Context: an optimization exercise on an open-source flow, tuned for small area. The choices shown serve that exercise and are no tape-out recipe. In this exercise RTL edits were held to simulation tests only and were not proved equivalent to the original. No driver is modelled on the clock port, so clock power and skew are understated where the tree is cut down; a real chip needs a root buffer or a tree. Power is estimated from default activity; no workload was simulated.

[flow/config.mk]
export PLATFORM = sky130hd
export DESIGN_NAME = lab4_2
export DESIGN_NICKNAME = lab4_2
export VERILOG_FILES = /design/flow/design.v
export SDC_FILE = /design/flow/constraint.sdc
export NUM_CORES = 4
export LEC_CHECK = 0
export CAP_MARGIN = 20
export CORE_MARGIN = 2
export CORE_UTILIZATION = 40
export SLEW_MARGIN = 20
[flow/constraint.sdc]
create_clock -name core_clock -period 15.0 [get_ports {CLK}]
set_input_delay 3.0000 -clock core_clock [delete_from_list [all_inputs] [get_ports {CLK}]]
set_output_delay 3.0000 -clock core_clock [all_outputs]
set_load 0.01 [all_outputs]
[flow/design.v]
`timescale 1ns / 1ps
module lab4_2(
	input [3:0] userID,
	input CLK,
	input rst,
	input team,
	input [1:0] mode,
	output reg [7:0] numPlyLP,
	output reg [7:0] numPlyCF,
	output reg teamWng,
	output reg capWngLP,
	output reg capWngCF,
	output reg findRes,
	output reg [3:0] listOut,
	output reg listMode
    );
reg [2:0] a [0:4];	 
reg [3:0] b [0:4];	 
reg [3:0] rp;		 
reg capA, capB;		 
reg [1:0] cmd_mode;	 
reg cmd_team;
reg [3:0] cmd_id;
wire logout = (cmd_mode == 2'd0);
wire login  = (cmd_mode == 2'd1);
wire find   = (cmd_mode == 2'd2);
wire list   = (cmd_mode == 2'd3);
wire tOK    = (cmd_team == cmd_id[3]);
wire nz     = |cmd_id[2:0];
function [2:0] pop5(input [4:0] x);
	reg s1, c1, s2, c2;
	begin
		s1 = x[0] ^ x[1] ^ x[2];
		c1 = (x[0] & x[1]) | (x[0] & x[2]) | (x[1] & x[2]);
		s2 = x[3] ^ x[4] ^ s1;
		c2 = (x[3] & x[4]) | (x[3] & s1) | (x[4] & s1);
		pop5 = {c1 & c2, c1 ^ c2, s2};
	end
endfunction
integer i;
reg [2:0] m [0:4];	 
reg [4:0] occA, occB, hit, feA, feB;
reg [2:0] popA, popB, sel;
wire pos0 = ~|rp;
wire [4:0] pdec = {rp, pos0};	 
always @* begin
	for (i = 0; i < 5; i = i + 1) begin
		occA[i] = |a[i];
		occB[i] = b[i][3];
		m[i] = cmd_team ? b[i][2:0] : a[i];
		hit[i] = (m[i] == cmd_id[2:0]) & (cmd_team ? b[i][3] : 1'b1);
	end
	popA = pop5(occA);
	popB = pop5(occB);
	feA = ~occA & {&occA[3:0], &occA[2:0], &occA[1:0], occA[0], 1'b1};
	feB = ~occB & {&occB[3:0], &occB[2:0], &occB[1:0], occB[0], 1'b1};
	sel = 3'd0;
	for (i = 0; i < 5; i = i + 1)
		sel = sel | ({3{pdec[i]}} & m[i]);
end
wire anyHit = tOK & |hit;		 
wire freeA  = ~&occA;
wire freeB  = ~&occB;
wire addA   = login & tOK & ~cmd_team & nz & ~anyHit & freeA;
wire addB   = login & tOK &  cmd_team & ~anyHit & freeB;
wire delA   = logout & tOK & ~cmd_team & nz;
wire delB   = logout & tOK &  cmd_team;
wire bit3   = cmd_team & |(pdec & occB);
wire [4:0] wrA   = {5{addA & ~rst}} & feA;
wire [4:0] wrB   = {5{addB & ~rst}} & feB;
wire [4:0] keepA = ~({5{delA}} & hit | {5{rst}});
wire [4:0] keepB = ~({5{delB}} & hit | {5{rst}});
always @* begin
	numPlyLP = {5'd0, popA};
	numPlyCF = {5'd0, popB};
	teamWng  = login & ~tOK;
	findRes  = find & (anyHit | (~tOK & cmd_team & ~nz & freeB));
	listMode = list;
	listOut  = list ? {bit3, sel} : rp;
	capWngLP = addA ? (popA == 3'd4) : (capA | (delA & anyHit & (popA == 3'd1)));
	capWngCF = addB ? (popB == 3'd4) : (capB | (delB & anyHit & (popB == 3'd1)));
end
always @(posedge CLK) begin
	cmd_team <= team;
	cmd_id <= userID;
	for (i = 0; i < 5; i = i + 1) begin
		a[i] <= ({3{wrA[i]}} & cmd_id[2:0]) | ({3{keepA[i]}} & a[i]);
		b[i] <= ({4{wrB[i]}} & cmd_id) | ({4{keepB[i]}} & b[i]);
	end
	if (rst) begin
		rp <= 4'd0;
		capA <= 1'b1;
		capB <= 1'b1;
		cmd_mode <= 2'd0;
	end else begin
		cmd_mode <= mode;
		rp <= (mode == 2'd3) ? ({4{list}} & {rp[2:0], pos0}) : listOut;
		capA <= capWngLP;
		capB <= capWngCF;
	end
end
endmodule
[flow/flow/run.sh]
#!/bin/bash
# Own layout flow: the standard flow, with these changes.
#  1. After the standard synthesis (standard.sh synth, unchanged), the
#     combinational logic of its netlist is mapped again by ABC with several
#     area-oriented scripts (flow/abc_*.script), and the smallest result is
#     used; the registers (and their names), the full-adder cells and the tie
#     cell stay as the standard synthesis made them.
#  2. The port buffers that ORFS inserts use the smallest buffer cell.
#  3. Clock tree synthesis uses clkbuf_8 cells and no dummy loads.
#  4. The constant outputs share one tie cell.
# Each tool's output goes to a log file of its own in the work folder.
set -euo pipefail
cd "$(dirname "$0")/.."
W=$PWD
R=$W/orfs/results/sky130hd/lab4_2/base
LIB=$FLOW_HOME/platforms/sky130hd/lib/sky130_fd_sc_hd__tt_025C_1v80.lib
YOSYS=$FLOW_HOME/../tools/install/yosys/bin/yosys
[ -x "$YOSYS" ] || YOSYS=yosys

bash standard.sh synth > make_synth.log 2>&1
cp $R/1_2_yosys.v $W/standard_synth.v

best=""
bestarea=""
for s in $W/flow/abc_*.script; do
  k=$(basename $s .script)
  cat > $W/remap_$k.ys <<EOS
read_liberty -ignore_miss_func $LIB
blackbox sky130_fd_sc_hd__dfxtp_1 sky130_fd_sc_hd__fa_1 sky130_fd_sc_hd__conb_1
read_verilog $W/standard_synth.v
hierarchy -top $FLOW_TOP
flatten
rename -hide w:*.*
opt_clean -purge
abc -script $s -liberty $LIB -dont_use *probe* -dont_use *lpflow*
opt_clean -purge
stat -liberty $LIB
write_verilog -noattr -nohex -nodec $W/remapped_$k.v
EOS
  if $YOSYS -l $W/remap_$k.log -s $W/remap_$k.ys > /dev/null 2>&1; then
    area=$(grep "Chip area" $W/remap_$k.log | tail -1 | awk '{print $NF}')
    echo "$k $area" >> $W/remap_areas.txt
    if [ -z "$bestarea" ] || awk "BEGIN{exit !($area < $bestarea)}"; then
      best=$k; bestarea=$area
    fi
  fi
done
echo "chosen $best $bestarea" >> $W/remap_areas.txt

# the remapped netlist replaces the synthesis result; make then rebuilds
# 1_synth.odb from it and runs the rest of the flow
if [ -n "$best" ]; then
  cp $W/remapped_$best.v $R/1_2_yosys.v
  touch $R/1_2_yosys.v
fi
bash standard.sh "BUFFER_PORTS_ARGS=-buffer_cell sky130_fd_sc_hd__buf_1" \
  "CTS_ARGS=-sink_clustering_enable -repair_clock_nets -dont_use_dummy_load -buf_list sky130_fd_sc_hd__clkbuf_8" \
  SKIP_REPAIR_TIE_FANOUT=1 finish > make_finish.log 2>&1
[flow/flow/abc_a4.script]
strash
dch
amap
strash
dch
amap
strash
dch
amap
strash
dch
amap
strash
dch
amap
strash
dch
amap
[flow/flow/abc_a8.script]
strash
dch
amap
strash
dch
amap
strash
dch
amap
strash
dch
amap
strash
dch
amap
strash
dch
amap
strash
dch
amap
strash
dch
amap
strash
dch
amap
strash
dch
amap
[flow/flow/abc_df.script]
strash
dch -f
amap
strash
dch -f
amap
strash
dch -f
amap
strash
dch -f
amap
[flow/flow/abc_g3.script]
strash
dch
amap
strash
dch
amap
strash
dch
amap
[flow/flow/abc_m1.script]
strash
dch
amap
strash
dch
map -a
strash
dch
amap
strash
dch
amap
[flow/standard.sh]
#!/bin/bash
# synth_recipe.tcl (not shown) runs the flow's synth.tcl, then flattens the netlist and writes it again
# the make line also repeats each setting of config.mk as NAME=value (left out here)
make -C /OpenROAD-flow-scripts/flow DESIGN_CONFIG=/design/flow/config.mk WORK_HOME=/design/flow/orfs CLKGATE_MAP_FILE= SYNTH_SCRIPT=/design/flow/synth_recipe.tcl "${@:-finish}"
==> parameters.txt, run 1 <==
Parameter                              Value

Die
  Die outline width ... 79.7 µm
  Initial cell density of the core ... 0.416
  Cell Rows ... 27
  Number of I/O pins ... 34
  Vertical die dimension ... 79.7 µm
  Standard cell core area ... 0.00551 mm²
  Die area ... 0.00635 mm²

Cells and area
  Antenna fix cells ... 0
  Layout overhead on the synthesized area ... 10.7%
  Multi-input gate area ... 0.00112 mm²
  Post-layout net count ... about 350
  Share of final-layout standard cells stronger than drive strength 1 ... 0.0150
  Register Area ... 961 µm²
  Fill cell instance count of the final layout ... 576
  Cell area after layout ... roughly 0.0025 mm²
  Most common library cell in the layout ignoring fill and taps ... sky130_fd_sc_hd__clkinv_1
  Commonest cells after routing, fill and taps aside ... 56 x sky130_fd_sc_hd__clkinv_1, 51 x sky130_fd_sc_hd__nor2_1, 49 x sky130_fd_sc_hd__o22ai_1

Place
  Post-DP Area ... 0.00247 mm²
  Buffers added on ports ... 23
  Post-DP HPWL ... around 4900 µm
  Setup slack after placement ... ~8200 ps
  Routability Congestion ... 0.951

Setup path
  Cell with the largest stage delay on the worst path ... sky130_fd_sc_hd__dfxtp_1
  CP Data Arrival Time ... 4130 ps
  CP Data Required Time ... 12,000 ps
  Buf/Inv on CP ... 2
  Endpoint class of the critical path ... output port
  Critical path's largest stage delay ... roughly 860 ps
  Cell family with most CP delay ... compound AO/OA/AOI/OAI gates
  Crit-path cells ... clkinv_1 -> o22ai_1 -> nor2_1 -> a21oi_1 -> a221o_1 -> a2111oi_0 -> nor3_1 -> nand2_1 -> or4_1 -> o311ai_0 -> buf_1
  Maximum fanout along the worst path ... 24
  Reg2Reg Setup Slack ... 10,630 ps
  CP startpoint kind ... register
  Path type of the worst setup path ... reg -> out

Timing
  Post-Route Setup TNS ... 0 ps
  Slew margin rel. ... 0.431
  Final Hold Viols ... 0
  Final critical-path setup slack ... approximately 7900 ps
  Unrepaired setup endpoints after global routing ... false
  Time the worst path needs with I/O delays and setup ... 7130 ps
  Fmax ... 140 MHz
  Final critical-path share of the clock period ... 0.475
  Total of endpoints with negative setup slack in the final report ... 0
  Worst Tran Pin Value ... 854 ps
  Worst Hold Margin ... 471 ps
  Worst clock skew ... 8.95 ps
  Final count of pins violating max slew ... 0

Synth
  Netlist area before placement ... 0.00229 mm²
  Synthesized instance count ... 305
  Post-Synthesis Net Count ... 318
  Total number of yosys warnings ... 4
  Synthesized area per cell ... 7.51 µm²

Detailed routing
  Antenna violation net count after detailed routing ... 0
  Overall via count from detail_route ... 2,275
  Routed length per instance ... around 16 µm
  Wire length reported by the detailed router ... 6300 µm
  Avg Vias per Cell ... 5.62
  Drt first pass iters ... 5
  Initial detailed-routing violation count ... 145
  DRC violation count after routing ... 0

Pwr
  Power share of the clock group ... 0.307
  Worst VDD drop ... 0.0447 mV
  Static Leak ... between 0.0008 and 0.0009 µW
  Switching component of the power ... around 58 µW
  Power density over the cells ... around 88 mW/mm²
  Proportion of total power due to net switching ... 0.258
  Cell internal power dissipation ... 166 µW
  Combinational fraction of design power ... 0.101
  Sequential Power Share ... 0.592

CTS
  CTS tree ... yes
  Latest clock arrival within the worst-skew pair ... 290 ps
  H-tree depth ... 2
  Count of buffers added by post-CTS timing repair for setup ... 0
  Library cell used as clock root buffer ... sky130_fd_sc_hd__clkbuf_8
  Number of cells upsized or downsized after cts ... 0
  Bufs on Longest Clock Path ... 2
  CTS sink count ... 48
  Register clock-pin slew on the reported worst setup and hold paths ... ~80 ps
  CTS Hold Buffers Added ... 0
  Cts bufs inserted ... 5

Hold path
  Min-Delay Path Class ... reg -> reg

Global routing
  Maximum number of pins on one net before global-route repair ... 25
  All-layer global routing usage ... 0.220
  Number of global-route vias before repair ... approximately 2.2k
  First-pass GRT wire length ... 10,700 µm
  Remaining global-route overflow ... 0
  Initial antenna violation count ... 0

Flow run
  Maximum Capacitance Violations ... 0

Run status
  Outcome ... complete, no violations
==> routing by layer <==
metal,share of wire,global-route usage,wire length (µm),vias to the layer above
li1,-,-,-,1139
met1,0.47,0.290,2980,1038
met2,0.45,0.358,2820,84
met3,0.061,0.0396,386,14
met4,0.020,0.0810,126,0
met5,0,0,0,-
==> registers in the layout, summed over array words and instances, names as in the netlist <==
register,flops
cmd_team,1
a,15
cmd_mode,2
rp,4
capA,1
cmd_id,4
capB,1
b,20
==> final timing paths <==
path,to,startpoint,cells past startpoint
setup / recovery,capWngCF,cmd_team,11
setup reg to reg,b[2][1],cmd_team,12
hold reg to reg,b[3][1],b[3][1],2
hold / removal,b[3][1],b[3][1],2
==> power groups by stage <==
stage	logic, µW	clock network [µW]	registers, µW
after floorplan	15.9	0	134
after global placement	22.3	0	136
after detailed placement	22.4	0	135
after CTS	22.4	70.5	132
after global routing	25.5	75.1	133
final	22.7	68.7	133
==> worst min-delay path: stages (launching register included) <==
cell                       delay (ps)
sky130_fd_sc_hd__dfxtp_1          320
sky130_fd_sc_hd__clkinv_1          40
sky130_fd_sc_hd__o22ai_1           60
==> cell type report <==
| class | instances | area share |
|---|---|---|
| clock buffer | 5 | 0.0271 |
| inverter | 56 | 0.0829 |
| multi-input combinational | 201 | 0.442 |
| sequential | 48 | 0.379 |
| tap | 72 | 0.0355 |
| timing repair buffer | 23 | 0.0340 |
==> per-stage QoR <==
| step | power, µW | instances | utilization |
|---|---|---|---|
| 6_report | 224 | 405 | 0.461 |
| 5_1_grt | 234 | 405 | 0.461 |
| 4_1_cts | 225 | 405 | 0.461 |
| 3_5_place_dp | 158 | 400 | 0.448 |
| 3_3_place_gp | 158 | 400 | 0.448 |
| 2_1_floorplan | 150 | 305 | - |
==> run 2, diff against run 1 <==
--- a/flow/flow/run.sh
+++ b/flow/flow/run.sh
@@ -8,6 +8,7 @@
 #  2. The port buffers that ORFS inserts use the smallest buffer cell.
 #  3. Clock tree synthesis uses clkbuf_8 cells and no dummy loads.
 #  4. The constant outputs share one tie cell.
+#  5. After CTS the clock root buffer is made clkbuf_2 (flow/post_cts.tcl).
 # Each tool's output goes to a log file of its own in the work folder.
 set -euo pipefail
 cd "$(dirname "$0")/.."
@@ -55,4 +56,4 @@
 fi
 bash standard.sh "BUFFER_PORTS_ARGS=-buffer_cell sky130_fd_sc_hd__buf_1" \
   "CTS_ARGS=-sink_clustering_enable -repair_clock_nets -dont_use_dummy_load -buf_list sky130_fd_sc_hd__clkbuf_8" \
-  SKIP_REPAIR_TIE_FANOUT=1 finish > make_finish.log 2>&1
+  SKIP_REPAIR_TIE_FANOUT=1 "POST_CTS_TCL=$W/flow/post_cts.tcl" finish > make_finish.log 2>&1
==> flow/flow/abc_DGGGGG.script (new file) <==
strash
dc2
dch
amap
strash
dch
amap
strash
dch
amap
strash
dch
amap
strash
dch
amap
strash
dch
amap
==> flow/flow/abc_FAGGAAA.script (new file) <==
strash
dch -f
amap
strash
dch
amap -m
strash
dch
amap
strash
dch
amap
strash
dch
amap -m
strash
dch
amap -m
strash
dch
amap -m
==> flow/flow/abc_GGDMA.script (new file) <==
strash
dch
amap
strash
dch
amap
strash
dc2
dch
amap
strash
dch
map -a
strash
dch
amap -m
==> flow/flow/abc_GGMAMD.script (new file) <==
strash
dch
amap
strash
dch
amap
strash
dch
map -a
strash
dch
amap -m
strash
dch
map -a
strash
dc2
dch
amap
==> flow/flow/abc_GGMDGMF.script (new file) <==
strash
dch
amap
strash
dch
amap
strash
dch
map -a
strash
dc2
dch
amap
strash
dch
amap
strash
dch
map -a
strash
dch -f
amap
==> flow/flow/abc_GMGDGG.script (new file) <==
strash
dch
amap
strash
dch
map -a
strash
dch
amap
strash
dc2
dch
amap
strash
dch
amap
strash
dch
amap
==> flow/flow/abc_x2.script (new file) <==
strash
dch
amap
strash
dch
map -a
strash
dch
amap
strash
dch
map -a
strash
dch
amap
==> flow/flow/abc_x3.script (new file) <==
strash
dch
amap
strash
dch
amap
strash
dch
map -a
strash
dch
amap
strash
dch
amap
==> flow/flow/post_cts.tcl (new file) <==
# The clock root buffer drives only the few leaf buffers of the tree, so the
# smallest clock buffer serves; the leaves keep the buffers CTS chose.
set root [[ord::get_db_block] findInst clkbuf_0_CLK]
if { $root != "NULL" } {
  replace_cell clkbuf_0_CLK sky130_fd_sc_hd__clkbuf_2
  detailed_placement
  estimate_parasitics -placement
}
removed: flow/flow/abc_g3.script
==> parameters.txt, run 2 <==
Parameter                              Value

Pwr
  Worst VDD drop ... 0.0343 mV (was 0.0447 mV)
  Static Leak ... 0.000807 µW (was 0.000831 µW)
  Power density over the cells ... 88.5 mW/mm² (was 88.3 mW/mm²)

Die
  Vertical die dimension ... 79.2 µm (was 79.7 µm)
  Number of I/O pins ... 34 (unchanged)
  Die outline width ... 79.2 µm (was 79.7 µm)
  Standard cell core area ... 0.00547 mm² (was 0.00551 mm²)
  Initial cell density of the core ... 0.414 (was 0.416)
  Cell Rows ... 27 (unchanged)
  Die area ... 0.00628 mm² (was 0.00635 mm²)

Cells and area
  Biggest registers after layout ... b: 20 flops, a: 15 flops (unchanged)
  Register with the most flip-flops ... b (unchanged)
  Antenna fix cells ... 0 (unchanged)
  Layout overhead on the synthesized area ... 10.4% (was 10.7%)
  Post-layout net count ... 337 (was 348)
  Most common library cell in the layout ignoring fill and taps ... sky130_fd_sc_hd__clkinv_1 (unchanged)
  Commonest cells after routing, fill and taps aside ... 57 x sky130_fd_sc_hd__clkinv_1, 55 x sky130_fd_sc_hd__o22ai_1, 48 x sky130_fd_sc_hd__dfxtp_1 (was 56 x sky130_fd_sc_hd__clkinv_1, 51 x sky130_fd_sc_hd__nor2_1, 49 x sky130_fd_sc_hd__o22ai_1)
  Fill cell instance count of the final layout ... 591 (was 576)
  Largest register FFs ... 20 (unchanged)
  Final standard cell utilization of the core ... 0.457 (was 0.461)
  Share of final-layout standard cells stronger than drive strength 1 ... 0.0155 (was 0.0150)

Setup path
  CP startpoint ... cmd_team (unchanged)
  Endpoint class of the critical path ... output port (unchanged)
  Critical register-to-register path startpoint ... cmd_team (unchanged)
  CP startpoint kind ... register (unchanged)
  Cell with the largest stage delay on the worst path ... sky130_fd_sc_hd__dfxtp_1 (unchanged)
  Path type of the worst setup path ... reg -> out (unchanged)
  Maximum fanout along the worst path ... 22 (was 24)
  CP Data Arrival Time ... 4210 ps (was 4130 ps)
  CP Data Required Time ... 12,000 ps (about the same)
  Critical path's largest stage delay ... 810 ps (was 860 ps)
  Crit-path cells ... clkinv_1 -> o22ai_1 -> clkinv_1 -> o22ai_1 -> a2111oi_0 -> nor3_1 -> nand2_1 -> or4_1 -> nor3_1 -> a21oi_1 -> o21ai_0 -> buf_1 (was clkinv_1 -> o22ai_1 -> nor2_1 -> a21oi_1 -> a221o_1 -> a2111oi_0 -> nor3_1 -> nand2_1 -> or4_1 -> o311ai_0 -> buf_1)

Global routing
  All-layer global routing usage ... 0.214 (was 0.220)
  First-pass GRT wire length ... 10,300 µm (was 10,700 µm)
  Initial antenna violation count ... 0 (unchanged)
  Maximum number of pins on one net before global-route repair ... 23 (was 25)
  Remaining global-route overflow ... 0 (unchanged)
  Number of global-route vias before repair ... 2,078 (was 2,167)

Synth
  Synthesized instance count ... 294 (was 305)
  Synthesized area per cell ... 7.70 µm² (was 7.51 µm²)
  Netlist area before placement ... 0.00226 mm² (was 0.00229 mm²)
  Post-Synthesis Net Count ... 307 (was 318)
  Total number of yosys warnings ... 4 (unchanged)

Timing
  Final critical-path share of the clock period ... 0.481 (was 0.475)
  Worst clock skew ... 14.2 ps (was 8.95 ps)
  Final count of pins violating max slew ... 0 (unchanged)
  Slew margin rel. ... 0.415 (was 0.431)
  Post-Route Setup TNS ... 0 ps (unchanged)
  Final critical-path setup slack ... 7790 ps (was 7870 ps)
  Unrepaired setup endpoints after global routing ... false (unchanged)
  Time the worst path needs with I/O delays and setup ... 7210 ps (was 7130 ps)
  Worst Hold Margin ... 475 ps (was 471 ps)
  Worst Tran Pin Value ... 878 ps (was 854 ps)
  Total of endpoints with negative setup slack in the final report ... 0 (unchanged)
  Final Hold Viols ... 0 (unchanged)
  Fmax ... 139 MHz (was 140 MHz)

Detailed routing
  Initial detailed-routing violation count ... 158 (was 145)
  Drt first pass iters ... 4 (was 5)
  Antenna violation net count after detailed routing ... 0 (unchanged)
  Overall via count from detail_route ... 2,219 (was 2,275)
  DRC violation count after routing ... 0 (unchanged)
  Wire length reported by the detailed router ... 6230 µm (was 6300 µm)
  Avg Vias per Cell ... 5.63 (was 5.62)
  Routed length per instance ... 15.8 µm (was 15.6 µm)

CTS
  Latest clock arrival within the worst-skew pair ... 390 ps (was 290 ps)
  Register clock-pin slew on the reported worst setup and hold paths ... 90 ps (was 80 ps)
  CTS tree ... yes (unchanged)
  CTS sink count ... 48 (unchanged)

Run status
  Outcome ... complete, no violations (unchanged)

Place
  Setup slack after placement ... 8300 ps (was 8250 ps)
  Buffers added on ports ... 23 (unchanged)
  Routability Congestion ... 0.870 (was 0.951)
  Post-DP HPWL ... 4780 µm (was 4850 µm)

Flow run
  Maximum Capacitance Violations ... 0 (unchanged)

Hold path
  Startpoint of the lowest-slack hold path ... b[4][1] (was b[3][1])
  Min-Delay Path Class ... reg -> reg (unchanged)
-- run 2: power breakdown --
| part | internal [µW] | total [µW] | switching, µW |
|---|---|---|---|
| logic | 7.31 | 24.1 | 16.8 |
| clock network | 25.5 | 64.8 | 39.3 |
| registers | 129 | 132 | 2.98 |
-- run 2: cell type report --
| cell class | instances | area (µm²) | area share |
|---|---|---|---|
| clock buffers | 5 | 60.1 | 0.0240 |
| well taps | 72 | 90.1 | 0.0360 |
| multi-input cells | 189 | 1090 | 0.435 |
| repair buffers | 23 | 86.3 | 0.0345 |
| inverters | 57 | 214 | 0.0856 |
| flip-flops and latches | 48 | 961 | 0.384 |
-- run 2: metrics by stage --
step                      instance area, µm²  std cells  power (µW)
after detailed placement                2440        389         159
after global placement                  2440        389         159
after global routing                    2500        394         233
after floorplan                         2260        294         151
final                                   2500        394         221
-- run 2: worst max-delay path: cells and delay by family, from the launching register on --
family,cells,cell delay (ps)
AND/OR/NAND/NOR,4,1190
buffers and inverters,3,1000
AO/OA/AOI/OAI,5,820
flip-flops,1,810
-- run 2: final timing paths --
path | endpoint | slack (ps) | cells past startpoint
worst min-delay path | b[4][1] | 480 | 2
worst min register to register | b[4][1] | 480 | 2
worst max register to register | b[2][1] | 10700 | 12
worst max-delay path | capWngLP | 7790 | 12
-- run 2: routing by layer --
layer,vias up,track usage,part of all wire,wire length [µm]
met5,-,0,0,0
met3,8,0.0375,0.073,453
met4,0,0.0741,0.017,106
met1,1021,0.288,0.44,2750
met2,73,0.347,0.47,2920
li1,1117,-,-,-
==> run 3, diff against run 2 <==
==> flow/flow/run.sh (replaced) <==
#!/bin/bash
# Own layout flow: the standard flow, with these changes.
#  2. The port buffers that ORFS inserts use the smallest buffer cell.
#  3. Clock tree synthesis uses clkbuf_8 cells and no dummy loads.
#  4. The constant outputs share one tie cell.
#  5. After CTS the clock root buffer is made clkbuf_2 (flow/post_cts.tcl).
# Each tool's output goes to a log file of its own in the work folder.
set -euo pipefail
cd "$(dirname "$0")/.."
W=$PWD
R=$W/orfs/results/sky130hd/lab4_2/base
LIB=$FLOW_HOME/platforms/sky130hd/lib/sky130_fd_sc_hd__tt_025C_1v80.lib
YOSYS=$FLOW_HOME/../tools/install/yosys/bin/yosys
[ -x "$YOSYS" ] || YOSYS=yosys

bash standard.sh synth > make_synth.log 2>&1
cp $R/1_2_yosys.v $W/standard_synth.v

mkdir -p $W/remap
remap_one() {
  local k=$1 s=$W/remap/$1.script
  : > $s
  for ((i = 0; i < ${#k}; i++)); do
    case ${k:i:1} in
      G) printf 'strash\ndch\namap\n' >> $s ;;
      M) printf 'strash\ndch\nmap -a\n' >> $s ;;
      F) printf 'strash\ndch -f\namap\n' >> $s ;;
      D) printf 'strash\ndc2\ndch\namap\n' >> $s ;;
      A) printf 'strash\ndch\namap -m\n' >> $s ;;
      N) printf 'strash\ndch -f\nmap -a\n' >> $s ;;
    esac
  done
  cat > $W/remap/$k.ys <<EOS
read_liberty -ignore_miss_func $LIB
blackbox sky130_fd_sc_hd__dfxtp_1 sky130_fd_sc_hd__fa_1 sky130_fd_sc_hd__conb_1
read_verilog $W/standard_synth.v
hierarchy -top $FLOW_TOP
flatten
rename -hide w:*.*
opt_clean -purge
abc -script $s -liberty $LIB -dont_use *probe* -dont_use *lpflow*
opt_clean -purge
stat -liberty $LIB
write_verilog -noattr -nohex -nodec $W/remap/$k.v
EOS
  if $YOSYS -l $W/remap/$k.log -s $W/remap/$k.ys > /dev/null 2>&1; then
    echo "$k $(grep 'Chip area' $W/remap/$k.log | tail -1 | awk '{print $NF}')" > $W/remap/$k.area
  fi
}
for k in $(cat $W/flow/abc_sequences.txt); do
  remap_one $k &
  while [ $(jobs -r | wc -l) -ge ${NUM_CORES:-4} ]; do sleep 0.2; done
done
wait
cat $W/remap/*.area | sort -k2 -g > $W/remap_areas.txt
best=$(head -1 $W/remap_areas.txt | awk '{print $1}')
echo "chosen $best" >> $W/remap_areas.txt

# the remapped netlist replaces the synthesis result; make then rebuilds
# 1_synth.odb from it and runs the rest of the flow
if [ -n "$best" ]; then
  cp $W/remap/$best.v $R/1_2_yosys.v
  touch $R/1_2_yosys.v
fi
bash standard.sh "BUFFER_PORTS_ARGS=-buffer_cell sky130_fd_sc_hd__buf_1" \
  "CTS_ARGS=-sink_clustering_enable -repair_clock_nets -dont_use_dummy_load -buf_list sky130_fd_sc_hd__clkbuf_8" \
  SKIP_REPAIR_TIE_FANOUT=1 "POST_CTS_TCL=$W/flow/post_cts.tcl" finish > make_finish.log 2>&1
==> flow/flow/abc_sequences.txt (new file) <==
AAGGM
AANGFMG
ADDANM
ADNG
AFGGMAM
AGAAGM
AGAF
AGGADM
AGMMMA
AGN
AMGGD
AMGMMDMG
ANAMDM
ANGNGGDM
ANNGMM
DDM
DFAAFMM
DFF
DFGD
DGADGM
DGFGDNGN
DGGGGG
DMDF
DMG
DMGMMGNM
DNGNGA
FAFF
FAGGAAA
FFAD
FFFF
FFNGNGGG
FGAD
FGDDMG
FGG
FMFN
FMMMDMM
GADD
GAFGG
GAGM
GAMDAM
GDAGGMMM
GDG
GDGGG
GDGM
GDGMGDN
GDM
GFF
GFFGFFMG
GGDFF
GGDMA
GGF
GGGD
GGGDA
GGGGAM
GGGGGG
GGGGGGGGGG
GGM
GGMAMD
GGMDGMF
GGMF
GGMFGG
GGMGG
GGMMG
GGMMNM
GGNGF
GMD
GMDDMMF
GMFMFNDD
GMG
GMGDGG
GMGG
GMGGD
GMGMG
GMM
GMMG
GMMGMD
GNMMMG
MAG
MAGGGM
MFG
MFGGGMA
MFMAGA
MGAMFDNG
MGFGG
MGGDM
MGGGFM
MGGGGM
MGGGMM
MGGMMFGM
MGGNGDGM
MGM
MGMA
MGMFGFM
MGNMMF
MGNMMND
MMFMMFMN
MNDMGGMN
MNM
NDNG
NGDM
NGGFD
NGGMGDM
NMAMMD
NMGMG
NNGGGM
--- a/flow/config.mk
+++ b/flow/config.mk
@@ -5,6 +5,7 @@
 export SDC_FILE = /design/flow/constraint.sdc
 export NUM_CORES = 4
 export LEC_CHECK = 0
+export ABC_AREA = 1
 export CAP_MARGIN = 20
 export CORE_MARGIN = 2
 export CORE_UTILIZATION = 40
removed: flow/flow/abc_DGGGGG.script
removed: flow/flow/abc_FAGGAAA.script
removed: flow/flow/abc_GGDMA.script
removed: flow/flow/abc_GGMAMD.script
removed: flow/flow/abc_GGMDGMF.script
removed: flow/flow/abc_GMGDGG.script
removed: flow/flow/abc_a4.script
removed: flow/flow/abc_a8.script
removed: flow/flow/abc_df.script
removed: flow/flow/abc_m1.script
removed: flow/flow/abc_x2.script
removed: flow/flow/abc_x3.script
==> parameters.txt, run 3 <==
Parameter                              Value

Timing
  Post-Route Setup TNS ... 0 ps (unchanged)
  Total of endpoints with negative setup slack in the final report ... 0 (unchanged)
  Unrepaired setup endpoints after global routing ... false (unchanged)
  Worst Hold Margin ... 475 ps (about the same)
  Worst Tran Pin Value ... 757 ps (was 878 ps)
  Worst clock skew ... 21.7 ps (was 14.2 ps)
  Time the worst path needs with I/O delays and setup ... 7470 ps (was 7210 ps)
  Slew margin rel. ... 0.494 (was 0.415)
  Final Hold Viols ... 0 (unchanged)
  Final count of pins violating max slew ... 0 (unchanged)
  Final critical-path share of the clock period ... 0.498 (was 0.481)
  Fmax ... 134 MHz (was 139 MHz)

Cells and area
  Most common library cell in the layout ignoring fill and taps ... sky130_fd_sc_hd__clkinv_1 (unchanged)
  Biggest registers after layout ... b: 20 flops, a: 15 flops (unchanged)
  Post-layout net count ... 330 (was 337)
  Largest register FFs ... 20 (unchanged)
  Register Area ... 961 µm² (unchanged)
  Multi-input gate area ... 0.00107 mm² (was 0.00109 mm²)
  Fill cell instance count of the final layout ... 566 (was 591)
  Register with the most flip-flops ... b (unchanged)
  Commonest cells after routing, fill and taps aside ... 59 x sky130_fd_sc_hd__clkinv_1, 52 x sky130_fd_sc_hd__o22ai_1, 48 x sky130_fd_sc_hd__dfxtp_1 (was 57 x sky130_fd_sc_hd__clkinv_1, 55 x sky130_fd_sc_hd__o22ai_1, 48 x sky130_fd_sc_hd__dfxtp_1)
  Share of final-layout standard cells stronger than drive strength 1 ... 0.0159 (was 0.0155)
  Antenna fix cells ... 0 (unchanged)
  Layout overhead on the synthesized area ... 10.5% (was 10.4%)

Place
  Post-DP HPWL ... 4730 µm (was 4780 µm)
  Routability Congestion ... 0.947 (was 0.870)
  Buffers added on ports ... 23 (unchanged)

Synth
  Synthesized area per cell ... 7.83 µm² (was 7.70 µm²)
  Total number of yosys warnings ... 4 (unchanged)
  Synthesized instance count ... 287 (was 294)
  Post-Synthesis Net Count ... 300 (was 307)
  Netlist area before placement ... 0.00225 mm² (was 0.00226 mm²)

Die
  Die area ... 0.00624 mm² (was 0.00628 mm²)
  Die outline width ... 79.0 µm (was 79.2 µm)
  Standard cell core area ... 0.00547 mm² (unchanged)
  Initial cell density of the core ... 0.411 (was 0.414)
  Number of I/O pins ... 34 (unchanged)
  Cell Rows ... 27 (unchanged)
  Vertical die dimension ... 79.0 µm (was 79.2 µm)

Run status
  Outcome ... complete, no violations (unchanged)

Setup path
  CP startpoint kind ... register (unchanged)
  Path type of the worst setup path ... reg -> out (unchanged)
  CP Data Arrival Time ... 4470 ps (was 4210 ps)
  CP Data Required Time ... 12,000 ps (about the same)
  Endpoint class of the critical path ... output port (unchanged)
  Maximum fanout along the worst path ... 22 (unchanged)

Detailed routing
  DRC violation count after routing ... 0 (unchanged)
  Drt first pass iters ... 8 (was 4)
  Routed length per instance ... 16.4 µm (was 15.8 µm)
  Avg Vias per Cell ... 5.88 (was 5.63)
  Antenna violation net count after detailed routing ... 0 (unchanged)
  Overall via count from detail_route ... 2,276 (was 2,219)
  Wire length reported by the detailed router ... 6330 µm (was 6230 µm)
  Initial detailed-routing violation count ... 275 (was 158)

Global routing
  Initial antenna violation count ... 0 (unchanged)
  Number of global-route vias before repair ... 2,089 (was 2,078)
  Remaining global-route overflow ... 0 (unchanged)
  First-pass GRT wire length ... 10,200 µm (was 10,300 µm)
  All-layer global routing usage ... 0.212 (was 0.214)
  Maximum number of pins on one net before global-route repair ... 23 (unchanged)

Flow run
  Maximum Capacitance Violations ... 0 (unchanged)

Pwr
  Worst VDD drop ... 0.0500 mV (was 0.0343 mV)
  Power density over the cells ... 86.5 mW/mm² (was 88.5 mW/mm²)
  Static Leak ... 0.000781 µW (was 0.000807 µW)

CTS
  CTS tree ... yes (unchanged)
  CTS sink count ... 48 (unchanged)
  Latest clock arrival within the worst-skew pair ... 390 ps (about the same)
  Register clock-pin slew on the reported worst setup and hold paths ... 80 ps (was 90 ps)

Hold path
  Min-Delay Path Class ... reg -> reg (unchanged)
-- run 3: changes by cell type in the layout (fill, tap and decap cells not counted), moves of 3 or more --
cell                        delta
sky130_fd_sc_hd__a2111oi_0     -3
sky130_fd_sc_hd__o22ai_1       -3
sky130_fd_sc_hd__nand3_1       +3
sky130_fd_sc_hd__or3_1         -6
sky130_fd_sc_hd__nand4_1       +4
sky130_fd_sc_hd__nor2_1       -21
sky130_fd_sc_hd__o21ai_0      +12
-- run 3: worst paths after layout --
kind	from	end	cells after the start	slack [ps]
worst min-delay path	b[4][0]	b[4][0]	2	470
worst max-delay path	cmd_team	capWngCF	13	7530
worst max register to register	cmd_team	b[2][3]	13	10750
worst min register to register	b[4][0]	b[4][0]	2	470
-- run 3: worst max-delay path, stage by stage (launching register included) --
cell and delay [ps]:
sky130_fd_sc_hd__dfxtp_1 820, sky130_fd_sc_hd__clkinv_1 720, sky130_fd_sc_hd__o22ai_1 480, sky130_fd_sc_hd__a222oi_1 150, sky130_fd_sc_hd__o211ai_1 110, sky130_fd_sc_hd__a21oi_1 50, sky130_fd_sc_hd__o21ai_0 160, sky130_fd_sc_hd__nand2_1 120
sky130_fd_sc_hd__nor2_1 110, sky130_fd_sc_hd__nand4_1 120, sky130_fd_sc_hd__nor3_1 520, sky130_fd_sc_hd__clkinv_1 180, sky130_fd_sc_hd__o32ai_1 370, sky130_fd_sc_hd__buf_1 190
-- run 3: layout make-up --
cell class,instances,area share
multi-input combinational,180,0.429
timing repair buffer,23,0.0347
clock buffer,5,0.0242
sequential,48,0.387
inverter,59,0.0891
tap,72,0.0363
-- run 3: power by group --
part           leakage (µW)  switching, µW  internal, µW  total [µW]
Combinational      0.000358           14.1          5.79        19.9
Clock             0.0000329           37.8          25.4        63.3
Sequential         0.000389           2.69           129         132
-- run 3: metal layers --
metal,vias to the layer above,global-route usage,part of all wire
met5,-,0,0
met4,0,0.0914,0.031
met3,23,0.0409,0.069
met2,117,0.325,0.45
met1,1033,0.292,0.45
li1,1103,-,-
-- run 3: metrics by stage --
stage	power (µW)	worst slack (ps)	cell area (µm²)	utilization	std cells
2_1_floorplan	148	8900	2250	-	287
3_3_place_gp	154	8290	2420	0.443	382
3_5_place_dp	154	8080	2420	0.443	382
5_1_grt	224	7100	2480	0.454	387
6_report	215	7530	2480	0.454	387
==> run 4, diff against run 3 <==
--- a/flow/flow/run.sh
+++ b/flow/flow/run.sh
@@ -3,7 +3,8 @@
 #  2. The port buffers that ORFS inserts use the smallest buffer cell.
 #  3. Clock tree synthesis uses clkbuf_8 cells and no dummy loads.
 #  4. The constant outputs share one tie cell.
-#  5. After CTS the clock root buffer is made clkbuf_2 (flow/post_cts.tcl).
+#  5. After CTS the two smallest clock leaves are merged and the root buffer
+#     is made clkbuf_2 (flow/post_cts.tcl).
 # Each tool's output goes to a log file of its own in the work folder.
 set -euo pipefail
 cd "$(dirname "$0")/.."
==> flow/flow/post_cts.tcl (replaced) <==
# Trim the small clock tree CTS built (a root buffer and four leaf buffers):
# the two leaves with the fewest registers are merged into one, and the root
# buffer, which then drives only three leaf buffers, is made clkbuf_2.
set block [ord::get_db_block]
set root [$block findInst clkbuf_0_CLK]
if { $root != "NULL" } {
  set leaves {}
  foreach inst [$block getInsts] {
    set name [$inst getName]
    if { [string match "clkbuf_*_CLK" $name] && $name != "clkbuf_0_CLK" } {
      set net [[$inst findITerm X] getNet]
      lappend leaves [list [expr {[llength [$net getITerms]] - 1}] $name]
    }
  }
  set leaves [lsort -integer -index 0 $leaves]
  if { [llength $leaves] >= 4 } {
    set gone [$block findInst [lindex [lindex $leaves 0] 1]]
    set keep [$block findInst [lindex [lindex $leaves 1] 1]]
    set gonenet [[$gone findITerm X] getNet]
    set keepnet [[$keep findITerm X] getNet]
    set sx 0; set sy 0; set n 0
    foreach it [concat [$gonenet getITerms] [$keepnet getITerms]] {
      set sink [$it getInst]
      if { $sink == $gone || $sink == $keep } { continue }
      set loc [$sink getLocation]
      set sx [expr {$sx + [lindex $loc 0]}]
      set sy [expr {$sy + [lindex $loc 1]}]
      incr n
    }
    foreach it [$gonenet getITerms] {
      if { [$it getInst] == $gone } { continue }
      $it disconnect
      $it connect $keepnet
    }
    [$gone findITerm A] disconnect
    [$gone findITerm X] disconnect
    odb::dbInst_destroy $gone
    odb::dbNet_destroy $gonenet
    $keep setLocation [expr {$sx / $n}] [expr {$sy / $n}]
    $keep setPlacementStatus PLACED
  }
  replace_cell clkbuf_0_CLK sky130_fd_sc_hd__clkbuf_2
  detailed_placement
  estimate_parasitics -placement
  report_clock_skew
}
==> parameters.txt, run 4 <==
Parameter                              Value

Timing
  Final critical-path share of the clock period ... 0.491 (was 0.498)
  Time the worst path needs with I/O delays and setup ... 7370 ps (was 7470 ps)
  Post-Route Setup TNS ... 0 ps (unchanged)
  Final count of pins violating max slew ... 0 (unchanged)
  Unrepaired setup endpoints after global routing ... false (unchanged)
  Total of endpoints with negative setup slack in the final report ... 0 (unchanged)
  Slew margin rel. ... 0.505 (was 0.494)
  Final critical-path setup slack ... 7630 ps (was 7530 ps)
  Final Hold Viols ... 0 (unchanged)
  Fmax ... 136 MHz (was 134 MHz)
  Worst Tran Pin Value ... 741 ps (was 757 ps)
  Worst clock skew ... 32.1 ps (was 21.7 ps)

Setup path
  Endpoint class of the critical path ... output port (unchanged)
  CP startpoint kind ... register (unchanged)
  Maximum fanout along the worst path ... 22 (unchanged)
  CP Data Required Time ... 12,000 ps (about the same)
  CP startpoint ... cmd_team (unchanged)
  Critical path destination ... capWngCF (unchanged)
  Path type of the worst setup path ... reg -> out (unchanged)
  CP Data Arrival Time ... 4370 ps (was 4470 ps)
  Reg2Reg Setup Slack ... 10,830 ps (was 10,750 ps)
  Worst r2r path cells ... 13 (unchanged)
  Reg-to-reg critical path endpoint ... b[4][2] (was b[2][3])
  Critical register-to-register path startpoint ... cmd_team (unchanged)

CTS
  CTS sink count ... 48 (unchanged)
  Register clock-pin slew on the reported worst setup and hold paths ... 80 ps (about the same)
  Latest clock arrival within the worst-skew pair ... 370 ps (was 390 ps)

Pwr
  Tot Pwr ... 207 µW (was 215 µW)
  Cell internal power dissipation ... 155 µW (was 160 µW)
  Static Leak ... 0.000774 µW (was 0.000781 µW)
  Power density over the cells ... 84.0 mW/mm² (was 86.5 mW/mm²)
  Power share of the clock group ... 0.270 (was 0.294)
  Proportion of total power due to net switching ... 0.255 (was 0.254)
  Sequential Power Share ... 0.635 (was 0.613)
  Combinational fraction of design power ... 0.096 (was 0.093)
  Worst VDD drop ... 0.0502 mV (was 0.0500 mV)
  Switching component of the power ... 52.8 µW (was 54.7 µW)

Detailed routing
  Antenna violation net count after detailed routing ... 0 (unchanged)
  Wire length reported by the detailed router ... 6210 µm (was 6330 µm)
  Avg Vias per Cell ... 5.86 (was 5.88)
  Initial detailed-routing violation count ... 307 (was 275)
  Overall via count from detail_route ... 2,263 (was 2,276)
  DRC violation count after routing ... 0 (unchanged)
  Drt first pass iters ... 5 (was 8)
  Routed length per instance ... 16.1 µm (was 16.4 µm)

Place
  Setup slack after placement ... 8080 ps (unchanged)
  Post-DP HPWL ... 4730 µm (unchanged)
  Post-DP Area ... 0.00242 mm² (unchanged)
  Routability Congestion ... 0.947 (unchanged)
  Buffers added on ports ... 23 (unchanged)
  Number of placed cells counting well taps ... 382 (unchanged)

Cells and area
  Fill cell instance count of the final layout ... 571 (was 566)
  Largest register FFs ... 20 (unchanged)
  Share of final-layout standard cells stronger than drive strength 1 ... 0.0127 (was 0.0159)
  Post-route insts no fill ... 386 (was 387)
  Register with the most flip-flops ... b (unchanged)
  Commonest cells after routing, fill and taps aside ... 59 x sky130_fd_sc_hd__clkinv_1, 52 x sky130_fd_sc_hd__o22ai_1, 48 x sky130_fd_sc_hd__dfxtp_1 (unchanged)
  Biggest registers after layout ... b: 20 flops, a: 15 flops (unchanged)
  Most common library cell in the layout ignoring fill and taps ... sky130_fd_sc_hd__clkinv_1 (unchanged)
  Layout overhead on the synthesized area ... 9.91% (was 10.5%)
  Antenna fix cells ... 0 (unchanged)
  Cell area after layout ... 0.00247 mm² (was 0.00248 mm²)
  Post-layout net count ... 329 (was 330)

Synth
  Netlist area before placement ... 0.00225 mm² (unchanged)
  Synthesized area per cell ... 7.83 µm² (unchanged)
  Synthesized instance count ... 287 (unchanged)
  Total number of yosys warnings ... 4 (unchanged)
  Post-Synthesis Net Count ... 300 (unchanged)

Global routing
  Remaining global-route overflow ... 0 (unchanged)
  Maximum number of pins on one net before global-route repair ... 23 (unchanged)
  Number of global-route vias before repair ... 2,092 (was 2,089)
  First-pass GRT wire length ... 10,200 µm (about the same)
  Initial antenna violation count ... 0 (unchanged)
  All-layer global routing usage ... 0.210 (was 0.212)

Die
  Cell Rows ... 27 (unchanged)
  Standard cell core area ... 0.00547 mm² (unchanged)
  Die outline width ... 79.0 µm (unchanged)
  Initial cell density of the core ... 0.411 (unchanged)
  Die area ... 0.00624 mm² (unchanged)
  Vertical die dimension ... 79.0 µm (unchanged)
  Number of I/O pins ... 34 (unchanged)

Run status
  Outcome ... complete, no violations (unchanged)

Flow run
  Maximum Capacitance Violations ... 0 (unchanged)

Hold path
  Min-Delay Path Class ... reg -> reg (unchanged)
  Startpoint of the lowest-slack hold path ... b[4][0] (unchanged)
## run 4: cell count changes in the layout (fill, tap and decap cells not counted), sizes merged
| cell | delta |
|---|---|
| clkbuf | -1 |
## run 4: per-layer routing
metal / vias up / share of wire / global-route usage / routed length [µm]
met5: - / 0 / 0 / 0
met1: 1028 / 0.44 / 0.295 / 2710
met3: 18 / 0.076 / 0.0307 / 473
li1: 1099 / - / - / -
met2: 118 / 0.46 / 0.325 / 2850
met4: 0 / 0.028 / 0.0862 / 174
## run 4: area by class of cell
class | count | area (µm²) | share of cell area
Multi-Input combinational cell | 180 | 1070 | 0.431
Sequential cell | 48 | 961 | 0.389
Inverter | 59 | 221 | 0.0896
Tap cell | 72 | 90.1 | 0.0365
Timing Repair Buffer | 23 | 86.3 | 0.0349
Clock buffer | 4 | 46.3 | 0.0187
## run 4: worst min path at each step
stage | end | cells past startpoint
finish | b[4][0] | 2
detailed placement | b[4][0] | 2
global route | b[4][0] | 2
global placement | b[0][0] | 2
floorplan | b[0][0] | 2
## run 4: power by group through the flow
stage / clock network [µW] / registers, µW / logic (µW)
after global placement: 0 / 135 / 19.3
after floorplan: 0 / 134 / 13.8
after detailed placement: 0 / 135 / 19.3
final: 56.0 / 132 / 19.8
after global routing: 62.4 / 132 / 22.0
## run 4: through the flow
stage          utilization  hold WS [ps]
6_report             0.452           474
2_1_floorplan            -           437
5_1_grt              0.452           484
3_3_place_gp         0.443           454
3_5_place_dp         0.443           457
## run 4: worst max-delay path, stage by stage (launching register included)
cell and delay, ps:
sky130_fd_sc_hd__dfxtp_1 810, sky130_fd_sc_hd__clkinv_1 720, sky130_fd_sc_hd__o22ai_1 470, sky130_fd_sc_hd__a222oi_1 140, sky130_fd_sc_hd__o211ai_1 110, sky130_fd_sc_hd__a21oi_1 50, sky130_fd_sc_hd__o21ai_0 160, sky130_fd_sc_hd__nand2_1 120
sky130_fd_sc_hd__nor2_1 110, sky130_fd_sc_hd__nand4_1 120, sky130_fd_sc_hd__nor3_1 490, sky130_fd_sc_hd__clkinv_1 170, sky130_fd_sc_hd__o32ai_1 370, sky130_fd_sc_hd__buf_1 190
==> run 5, diff against run 4 <==
--- a/flow/design.v
+++ b/flow/design.v
@@ -61,9 +61,9 @@
 wire anyHit = tOK & |hit;		 
 wire freeA  = ~&occA;
 wire freeB  = ~&occB;
-wire addA   = login & tOK & ~cmd_team & nz & ~anyHit & freeA;
+wire addA   = login & tOK & ~cmd_team & ~anyHit & freeA;	 
 wire addB   = login & tOK &  cmd_team & ~anyHit & freeB;
-wire delA   = logout & tOK & ~cmd_team & nz;
+wire delA   = logout & tOK & ~cmd_team;	 
 wire delB   = logout & tOK &  cmd_team;
 wire bit3   = cmd_team & |(pdec & occB);
 wire [4:0] wrA   = {5{addA & ~rst}} & feA;
@@ -77,7 +77,7 @@
 	findRes  = find & (anyHit | (~tOK & cmd_team & ~nz & freeB));
 	listMode = list;
 	listOut  = list ? {bit3, sel} : rp;
-	capWngLP = addA ? (popA == 3'd4) : (capA | (delA & anyHit & (popA == 3'd1)));
+	capWngLP = addA ? (popA == 3'd4) : (capA | (delA & nz & anyHit & (popA == 3'd1)));
 	capWngCF = addB ? (popB == 3'd4) : (capB | (delB & anyHit & (popB == 3'd1)));
 end
 always @(posedge CLK) begin
==> parameters.txt, run 5 <==
Parameter                              Value

Run status
  Outcome ... complete, no violations (unchanged)

Synth
  Synthesized area per cell ... 7.80 µm² (was 7.83 µm²)
  Netlist area before placement ... 0.00225 mm² (about the same)
  Total number of yosys warnings ... 4 (unchanged)
  Synthesized instance count ... 288 (was 287)
  Post-Synthesis Net Count ... 301 (was 300)

Timing
  Fmax ... 143 MHz (was 136 MHz)
  Final count of pins violating max slew ... 0 (unchanged)
  Total of endpoints with negative setup slack in the final report ... 0 (unchanged)
  Final Hold Viols ... 0 (unchanged)
  Final critical-path setup slack ... 8030 ps (was 7630 ps)
  Worst Tran Pin Value ... 727 ps (was 741 ps)
  Slew margin rel. ... 0.515 (was 0.505)
  Unrepaired setup endpoints after global routing ... false (unchanged)
  Post-Route Setup TNS ... 0 ps (unchanged)
  Final critical-path share of the clock period ... 0.465 (was 0.491)
  Worst clock skew ... 39.8 ps (was 32.1 ps)
  Time the worst path needs with I/O delays and setup ... 6970 ps (was 7370 ps)

Die
  Die area ... 0.00623 mm² (was 0.00624 mm²)
  Standard cell core area ... 0.00547 mm² (unchanged)
  Cell Rows ... 27 (unchanged)
  Vertical die dimension ... 79.0 µm (about the same)
  Die outline width ... 79.0 µm (about the same)
  Number of I/O pins ... 34 (unchanged)
  Initial cell density of the core ... 0.411 (about the same)

Flow run
  Maximum Capacitance Violations ... 0 (unchanged)

Global routing
  Maximum number of pins on one net before global-route repair ... 22 (was 23)
  All-layer global routing usage ... 0.222 (was 0.210)
  First-pass GRT wire length ... 10,500 µm (was 10,200 µm)
  Remaining global-route overflow ... 0 (unchanged)
  Initial antenna violation count ... 0 (unchanged)
  Number of global-route vias before repair ... 2,071 (was 2,092)

Setup path
  Endpoint class of the critical path ... output port (unchanged)
  CP startpoint kind ... register (unchanged)
  Path type of the worst setup path ... reg -> out (unchanged)
  Maximum fanout along the worst path ... 21 (was 22)
  CP Data Arrival Time ... 3970 ps (was 4370 ps)
  CP Data Required Time ... 12,000 ps (about the same)

Cells and area
  Register with the most flip-flops ... b (unchanged)
  Share of final-layout standard cells stronger than drive strength 1 ... 0.0127 (about the same)
  Antenna fix cells ... 0 (unchanged)
  Layout overhead on the synthesized area ... 9.91% (about the same)
  Post-layout net count ... 330 (was 329)
  Largest register FFs ... 20 (unchanged)
  Final standard cell utilization of the core ... 0.451 (was 0.452)
  Post-route insts no fill ... 387 (was 386)
  Fill cell instance count of the final layout ... 585 (was 571)
  Multi-input gate area ... 0.00106 mm² (was 0.00107 mm²)
  Biggest registers after layout ... b: 20 flops, a: 15 flops (unchanged)
  Commonest cells after routing, fill and taps aside ... 60 x sky130_fd_sc_hd__clkinv_1, 58 x sky130_fd_sc_hd__o22ai_1, 48 x sky130_fd_sc_hd__dfxtp_1 (was 59 x sky130_fd_sc_hd__clkinv_1, 52 x sky130_fd_sc_hd__o22ai_1, 48 x sky130_fd_sc_hd__dfxtp_1)
  Register Area ... 961 µm² (unchanged)
  Most common library cell in the layout ignoring fill and taps ... sky130_fd_sc_hd__clkinv_1 (unchanged)
  Cell area after layout ... 0.00247 mm² (about the same)

CTS
  Register clock-pin slew on the reported worst setup and hold paths ... 90 ps (was 80 ps)
  Latest clock arrival within the worst-skew pair ... 390 ps (was 370 ps)
  CTS sink count ... 48 (unchanged)

Detailed routing
  DRC violation count after routing ... 0 (unchanged)
  Avg Vias per Cell ... 5.76 (was 5.86)
  Wire length reported by the detailed router ... 6360 µm (was 6210 µm)
  Drt first pass iters ... 5 (unchanged)
  Routed length per instance ... 16.4 µm (was 16.1 µm)
  Antenna violation net count after detailed routing ... 0 (unchanged)
  Overall via count from detail_route ... 2,230 (was 2,263)
  Initial detailed-routing violation count ... 206 (was 307)

Place
  Number of placed cells counting well taps ... 383 (was 382)
  Post-DP Area ... 0.00242 mm² (about the same)
  Buffers added on ports ... 23 (unchanged)
  Setup slack after placement ... 8530 ps (was 8080 ps)
  Routability Congestion ... 0.934 (was 0.947)
  Post-DP HPWL ... 4920 µm (was 4730 µm)

Pwr
  Static Leak ... 0.000784 µW (was 0.000774 µW)
  Worst VDD drop ... 0.0615 mV (was 0.0502 mV)
  Power density over the cells ... 84.5 mW/mm² (was 84.0 mW/mm²)

Hold path
  Min-Delay Path Class ... reg -> reg (unchanged)
-- run 5: layout make-up --
cell class	instances	area share
sequential	48	0.389
multi-input combinational	180	0.430
clock buffer	4	0.0187
inverter	60	0.0912
tap	72	0.0365
timing repair buffer	23	0.0350
-- run 5: path summary, 6_finish.rpt --
check | startpoint | to | slack (ps) | cells past startpoint
worst min register to register | b[2][1] | b[2][1] | 470 | 2
worst max register to register | cmd_team | a[2][2] | 10980 | 13
worst min-delay path | b[2][1] | b[2][1] | 470 | 2
worst max-delay path | cmd_team | capWngLP | 8030 | 11
-- run 5: per-layer routing --
metal	vias up	wire length, µm	GRT usage
met5	-	0	0
met1	1016	2840	0.297
met2	102	2820	0.336
met3	14	601	0.0795
met4	0	96	0.0655
li1	1098	-	-
-- run 5: where the power goes --
part	switching [µW]	leakage, µW	internal [µW]	total [µW]
sequential	2.78	0.000389	129	132
clock	36.9	0.0000257	19.8	56.8
combinational	14.3	0.000369	5.88	20.2
-- run 5: critical path: stages (launching register included) --
cell and delay, ps:
sky130_fd_sc_hd__dfxtp_1 800, sky130_fd_sc_hd__clkinv_1 680, sky130_fd_sc_hd__o22ai_1 460, sky130_fd_sc_hd__a22oi_1 140, sky130_fd_sc_hd__o2111ai_1 210, sky130_fd_sc_hd__nand3_1 120
sky130_fd_sc_hd__nor2_1 150, sky130_fd_sc_hd__clkinv_1 100, sky130_fd_sc_hd__nor2_1 150, sky130_fd_sc_hd__o311ai_0 210, sky130_fd_sc_hd__o32ai_1 390, sky130_fd_sc_hd__buf_1 190
-- run 5: metrics by stage --
| step | hold slack, ps | power (µW) |
|---|---|---|
| 2_1_floorplan | 447 | 148 |
| 3_3_place_gp | 460 | 155 |
| 6_report | 473 | 209 |
| 3_5_place_dp | 463 | 154 |
| 5_1_grt | 497 | 219 |

what the ideal ports hide:
The results above use ideal ports. As a check the final layouts listed here were re-extracted and re-timed, cells and wires unchanged.
Step 1 (the two cells are an assumption about what drives the block):
set clk [get_ports {CLK}]
set_driving_cell -lib_cell sky130_fd_sc_hd__clkbuf_16 $clk
set_driving_cell -lib_cell sky130_fd_sc_hd__buf_2 [delete_from_list [all_inputs] $clk]
Step 2, shift: input delay + t, output delay - t, t = (earliest + latest rising clock arrival at the registers) / 2. This alone moves slack from input paths to output paths.
Slacks: ideal / step 1 / step 2; pairs: ideal / step 1.
run	t, ns	setup slack, ns	hold slack, ns	worst setup path after step 2	cell pins on the clock port's net
run 1	0.320	7.869 / 7.839 / 8.158	0.471 / 0.471 / 0.471	register to output	1
run 2	0.414	7.787 / 7.760 / 8.174	0.475 / 0.475 / 0.475	register to output	1
run 3	0.407	7.527 / 7.501 / 7.908	0.475 / 0.475 / 0.475	register to output	1
run 4	0.378	7.628 / 7.601 / 7.979	0.474 / 0.474 / 0.474	register to output	1
run 5	0.398	8.026 / 8.001 / 8.399	0.473 / 0.473 / 0.473	register to output	1
After both steps every run listed still meets setup and hold.
